What follows belongs to an exercise in optimizing a design on an open flow for a short achievable clock period and few clock cycles per item; a production flow would make more cautious choices. Only simulation tests tie the RTL to the original design; equivalence was not proved. No activity file was given, so power comes from the tool's default toggle rates.

Setup of job 102:
Design APRSC, start of the top module:
module APRSC (
	input             reset,       
	input             clk,         
	input      [31:0] i_wb_adr,    
	input      [3:0]  i_wb_sel,    
	input             i_wb_we,     
	output reg [31:0] o_wb_dat,    
	input      [31:0] i_wb_dat,    
	input             i_wb_cyc,    
	input             i_wb_stb,    
	output            o_wb_ack,    
	output            o_wb_err     
);
For scale: roughly 24,000 cells after synthesis, roughly 8,000 flip-flops, roughly 110 I/O pins, roughly 340,000 sq um of cells after synthesis.
==> flow/config.mk <==
export PLATFORM = sky130hd
export DESIGN_NAME = APRSC
export DESIGN_NICKNAME = APRSC
export VERILOG_FILES = /design/flow/design.v
export SDC_FILE = /design/flow/constraint.sdc
export NUM_CORES = 4
export LEC_CHECK = 0
export CAP_MARGIN = 20
export CORE_MARGIN = 2
export CORE_UTILIZATION = 40
export SLEW_MARGIN = 20
==> flow/constraint.sdc <==
create_clock -name core_clock -period 11.5 [get_ports {clk}]
set_input_delay 2.3000 -clock core_clock [delete_from_list [all_inputs] [get_ports {clk}]]
set_output_delay 2.3000 -clock core_clock [all_outputs]
set_load 0.01 [all_outputs]
standard.sh (not shown) runs the stock make flow with config.mk's settings and CLKGATE_MAP_FILE= SYNTH_SCRIPT=/design/flow/synth_recipe.tcl, a recipe that flattens the netlist after the stock synthesis.
==> flow/flow/run.sh <==
#!/bin/bash
# Standard layout, with plain buffers (not delay cells) on the ports and
# resizing not limited to the same cell footprint, so that the port-to-port
# read path can be sped up.
set -euo pipefail
bash standard.sh \
  MATCH_CELL_FOOTPRINT=0 \
  "BUFFER_PORTS_ARGS=-buffer_cell sky130_fd_sc_hd__buf_4" \
  SETUP_SLACK_MARGIN=6.5 \
  ABC_CLOCK_PERIOD_IN_PS=4000 \
  TNS_END_PERCENT=100 \
  finish > standard_flow.log 2>&1
Testbench counts of job 102, summed over its fixed seeds: cycles 36,864, samples 4,096.
> inputs changed (job 102 -> job 105)
--- a/flow/design.v
+++ b/flow/design.v
@@ -1379,42 +1379,24 @@
 		u_dq0 <= dq0;
 		u_a1r <= tr ? 16'h0000 : a1p;
 		u_a2r <= tr ? 16'h0000 : a2p_q;
 		u_b1r <= b1r;
 		u_b2r <= b2r;
 		u_b3r <= b3r;
 		u_b4r <= b4r;
 		u_b5r <= b5r;
 		u_b6r <= b6r;
 	end
 end
-wire        rd_other_nx = wb_read & ~rd_reg & ~rd_other;
-wire [15:0] a2p_nx = wr_dq ? a2p_w : a2p_q;
-wire [15:0] sr_nx  = wr_dq ? sr_w : sr_q;
-wire [14:0] se_nx  = shift ? p5_sum_a[15:1] : se;
-wire        ack_nx = (wr_req & i_wb_dat[0]) | (ack & ~shift);
-reg  [15:0] rdq_hi, rdq_a2p, rdq_se, rdq_ack, rdq_sr;
-always @(posedge clk or posedge reset) begin
-	if (reset) begin
-		rdq_hi  <= 16'h0000;
-		rdq_a2p <= 16'h0000;
-		rdq_se  <= 16'h0000;
-		rdq_ack <= 16'h0000;
-		rdq_sr  <= 16'h0000;
-	end else begin
-		rdq_hi  <= rd_other_nx ? 16'hdead : 16'h0000;
-		rdq_a2p <= rd_other_nx ? 16'hbeef : a2p_nx;
-		rdq_se  <= rd_other_nx ? 16'hbeef : {1'b0, se_nx};
-		rdq_ack <= rd_other_nx ? 16'hbeef : {15'h0000, ack_nx};
-		rdq_sr  <= rd_other_nx ? 16'hbeef : sr_nx;
-	end
-end
+wire [31:0] rd_a2p_d = rd_other ? 32'hdead_beef : {16'h0000, a2p_q};
+wire [31:0] rd_se_d  = rd_other ? 32'hdead_beef : {17'h00000, se};
+wire [31:0] rd_ack_d = rd_other ? 32'hdead_beef : {31'h0000_0000, ack};
+wire [31:0] rd_sr_d  = rd_other ? 32'hdead_beef : {16'h0000, sr_q};
 always @(*) begin
-	o_wb_dat[31:16] = rdq_hi;
 	case (i_wb_adr[3:2])
-		2'b00:		o_wb_dat[15:0] = rdq_a2p;    
-		2'b01:		o_wb_dat[15:0] = rdq_se;     
-		2'b10:		o_wb_dat[15:0] = rdq_ack;    
-		default:	o_wb_dat[15:0] = rdq_sr;     
+		2'b00:		o_wb_dat = rd_a2p_d;    
+		2'b01:		o_wb_dat = rd_se_d;     
+		2'b10:		o_wb_dat = rd_ack_d;    
+		default:	o_wb_dat = rd_sr_d;     
 	endcase
 end
 endmodule  
Highest achievable clock rate: job 105 < job 102. [job 105 vs job 102] count of cells resized by post-cts repair: lower in job 105. Delta (job 105 minus job 102): post-layout instance area dropped 6300 sq um, headroom to the max-slew limit grew by 5.2 points, combined area of the multi-input logic cells moved down. A highest-delay cell along the critical path of nor4_4 is what job 102 shows, while nor4_2 belongs to job 105. In the tables for job 105 and job 102, via count reads lower with job 105. In job 105, the power share of the clock group came out 0.8 points below the value in job 102. Changes observed in job 105 relative to job 102: post-synthesis instance area went down; met2 wirelength from detailed routing went down; worst-margin pin slew went down; sequential power did not really move.
Testbench counts of job 105, summed over its fixed seeds: cycles 36,864, samples 4,096.

Setup of the reference run:
Another version of the RTL of APRSC (not shown whole).
For scale: roughly 24000 cells after synthesis, roughly 8100 flip-flops, ~110 I/O pins, roughly 0.34 mm² of cells after synthesis.
export LEC_CHECK = 0
export CAP_MARGIN = 20
export CORE_MARGIN = 2
export CORE_UTILIZATION = 40
export SLEW_MARGIN = 20
create_clock -name core_clock -period 11.5 [get_ports {clk}]
==> flow/flow/run.sh <==
#!/bin/bash
# Standard layout, with plain buffers (not delay cells) on the ports,
# resizing not limited to the same cell footprint, the bus interface's
# port-to-port logic mapped on its own, and the bus pins kept together on
# one edge (flow/io.tcl), so that the port-to-port read path is short.
set -euo pipefail
bash standard.sh \
  MATCH_CELL_FOOTPRINT=0 \
  "BUFFER_PORTS_ARGS=-buffer_cell sky130_fd_sc_hd__buf_4" \
  SETUP_SLACK_MARGIN=6.5 \
  "SYNTH_KEEP_MODULES=APRSC_BUS APRSC_DEC" \
  TNS_END_PERCENT=100 \
  IO_CONSTRAINTS=$PWD/flow/io.tcl \
  finish > standard_flow.log 2>&1
==> flow/flow/io.tcl <==
# Keep the bus pins that carry port-to-port and port-to-register paths
# together on the top edge, so that the logic between them is short.
set bus_pins {}
for {set i 0} {$i < 16} {incr i} { lappend bus_pins "i_wb_adr\[$i\]" }
lappend bus_pins i_wb_cyc i_wb_stb i_wb_we o_wb_ack
for {set i 0} {$i < 32} {incr i} { lappend bus_pins "o_wb_dat\[$i\]" }
for {set i 0} {$i < 16} {incr i} { lappend bus_pins "i_wb_dat\[$i\]" }
set_io_pin_constraint -pin_names $bus_pins -region top:* -group
Testbench counts of the reference run, summed over its fixed seeds: cycles 36,864, samples 4,096.
### the reference run -> the trial run
diff --git a/flow/design.v b/flow/design.v
--- a/flow/design.v
+++ b/flow/design.v
@@ -1413,50 +1413,57 @@
 		rdq_se  <= 16'h0000;
 		rdq_ack <= 16'h0000;
 		rdq_sr  <= 16'h0000;
 	end else begin
 		rdq_hi  <= rd_other_nx ? 16'hdead : 16'h0000;
 		rdq_a2p <= rd_other_nx ? 16'hbeef : a2p_nx;
 		rdq_se  <= rd_other_nx ? 16'hbeef : {1'b0, se_nx};
 		rdq_ack <= rd_other_nx ? 16'hbeef : {15'h0000, ack_nx};
 		rdq_sr  <= rd_other_nx ? 16'hbeef : sr_nx;
 	end
 end
-wire [3:0] rd_sel;
-APRSC_DEC DEC (.adr(i_wb_adr[3:2]), .sel(rd_sel));
+wire [31:0] rd_sel;
+genvar di;
+generate
+	for (di = 0; di < 8; di = di + 1) begin : g_dec
+		APRSC_DEC DEC (.adr(i_wb_adr[3:2]), .sel(rd_sel[4*di +: 4]));
+	end
+endgenerate
 APRSC_BUS BUS (
 	.adr(i_wb_adr[15:0]), .we(i_wb_we), .cyc(i_wb_cyc), .stb(i_wb_stb), .rd_other(rd_other), .sel(rd_sel),
 	.rdq_hi(rdq_hi), .rdq_a2p(rdq_a2p), .rdq_se(rdq_se), .rdq_ack(rdq_ack), .rdq_sr(rdq_sr),
 	.ack(o_wb_ack), .dat(o_wb_dat)
 );
 endmodule  
 module APRSC_BUS (
 	input      [15:0] adr,
 	input             we,
 	input             cyc,
 	input             stb,
 	input             rd_other,    
-	input      [3:0]  sel,         
+	input      [31:0] sel,         
 	input      [15:0] rdq_hi,
 	input      [15:0] rdq_a2p,
 	input      [15:0] rdq_se,
 	input      [15:0] rdq_ack,
 	input      [15:0] rdq_sr,
 	output            ack,
 	output reg [31:0] dat
 );
 wire rd_reg = (adr[15:5] == 11'h000) & adr[4] & (adr[1:0] == 2'b00);
 assign ack = cyc & stb & (we | rd_reg | rd_other);
+integer k;
 always @(*) begin
 	dat[31:16] = rdq_hi;
-	dat[15:0]  = ({16{sel[0]}} & rdq_a2p)      
-	           | ({16{sel[1]}} & rdq_se)       
-	           | ({16{sel[2]}} & rdq_ack)      
-	           | ({16{sel[3]}} & rdq_sr);      
+	for (k = 0; k < 16; k = k + 1)
+		dat[k] = (sel[4*(k/2)+0] & rdq_a2p[k])      
+		       | (sel[4*(k/2)+1] & rdq_se[k])       
+		       | (sel[4*(k/2)+2] & rdq_ack[k])      
+		       | (sel[4*(k/2)+3] & rdq_sr[k]);      
 end
 endmodule  
 module APRSC_DEC (
 	input  [1:0] adr,
 	output [3:0] sel
 );
 assign sel = 4'b0001 << adr;
 endmodule  
--- outcome ---
- Status | the trial run and the reference run | clean
- Netlist area before placement delta (the trial run -> the reference run): insignificant
- First-pass GRT wire length, the trial run vs the reference run: up slightly
- Between the reference run and the trial run, total internal power decreased.
- Summary: with the reference run as the reference, final routed wirelength across all metal layers in the trial run moved up slightly.
- The reference run → the trial run: critical path depth saw a decrease, area enclosed by the die boundary was more or less identical.
Testbench counts of the trial run, summed over its fixed seeds: cycles 36,864, samples 4,096.

-- static timing again, ports no longer ideal --
How much do the figures lean on ideal ports? The routed layouts below were timed once more, with nothing changed but the port constraints. Step 1: set_driving_cell puts a clkbuf_16 on clk and a buf_2 on each other input, an assumption about the parent block. Step 2 times the ports against the registers' clock, not the clock port: input delays grow and output delays shrink by t, the midpoint of the rising clock arrivals with the driver on. a / b / c = ideal / step 1 / step 2; a / b = the first two.
run	shift t [ns]	slack for setup (ns)	hold WS [ns]	slew at the worst register clock pin (ns)
job 102	1.252	5.878 / 5.705 / 4.997	0.313 / 0.313 / 0.313	0.07 / 0.07
job 105	1.281	5.846 / 5.789 / 4.961	0.293 / 0.293 / 0.293	0.07 / 0.07
the reference run	1.265	6.101 / 6.038 / 5.757	0.314 / 0.314 / 0.314	0.07 / 0.07
the trial run	1.236	6.141 / 5.858 / 5.728	0.274 / 0.274 / 0.274	0.07 / 0.07
After both steps every run listed still meets setup and hold. The setup slack of job 105, which loses most, moves by -0.057 ns with the drivers and by -0.885 ns with both steps.
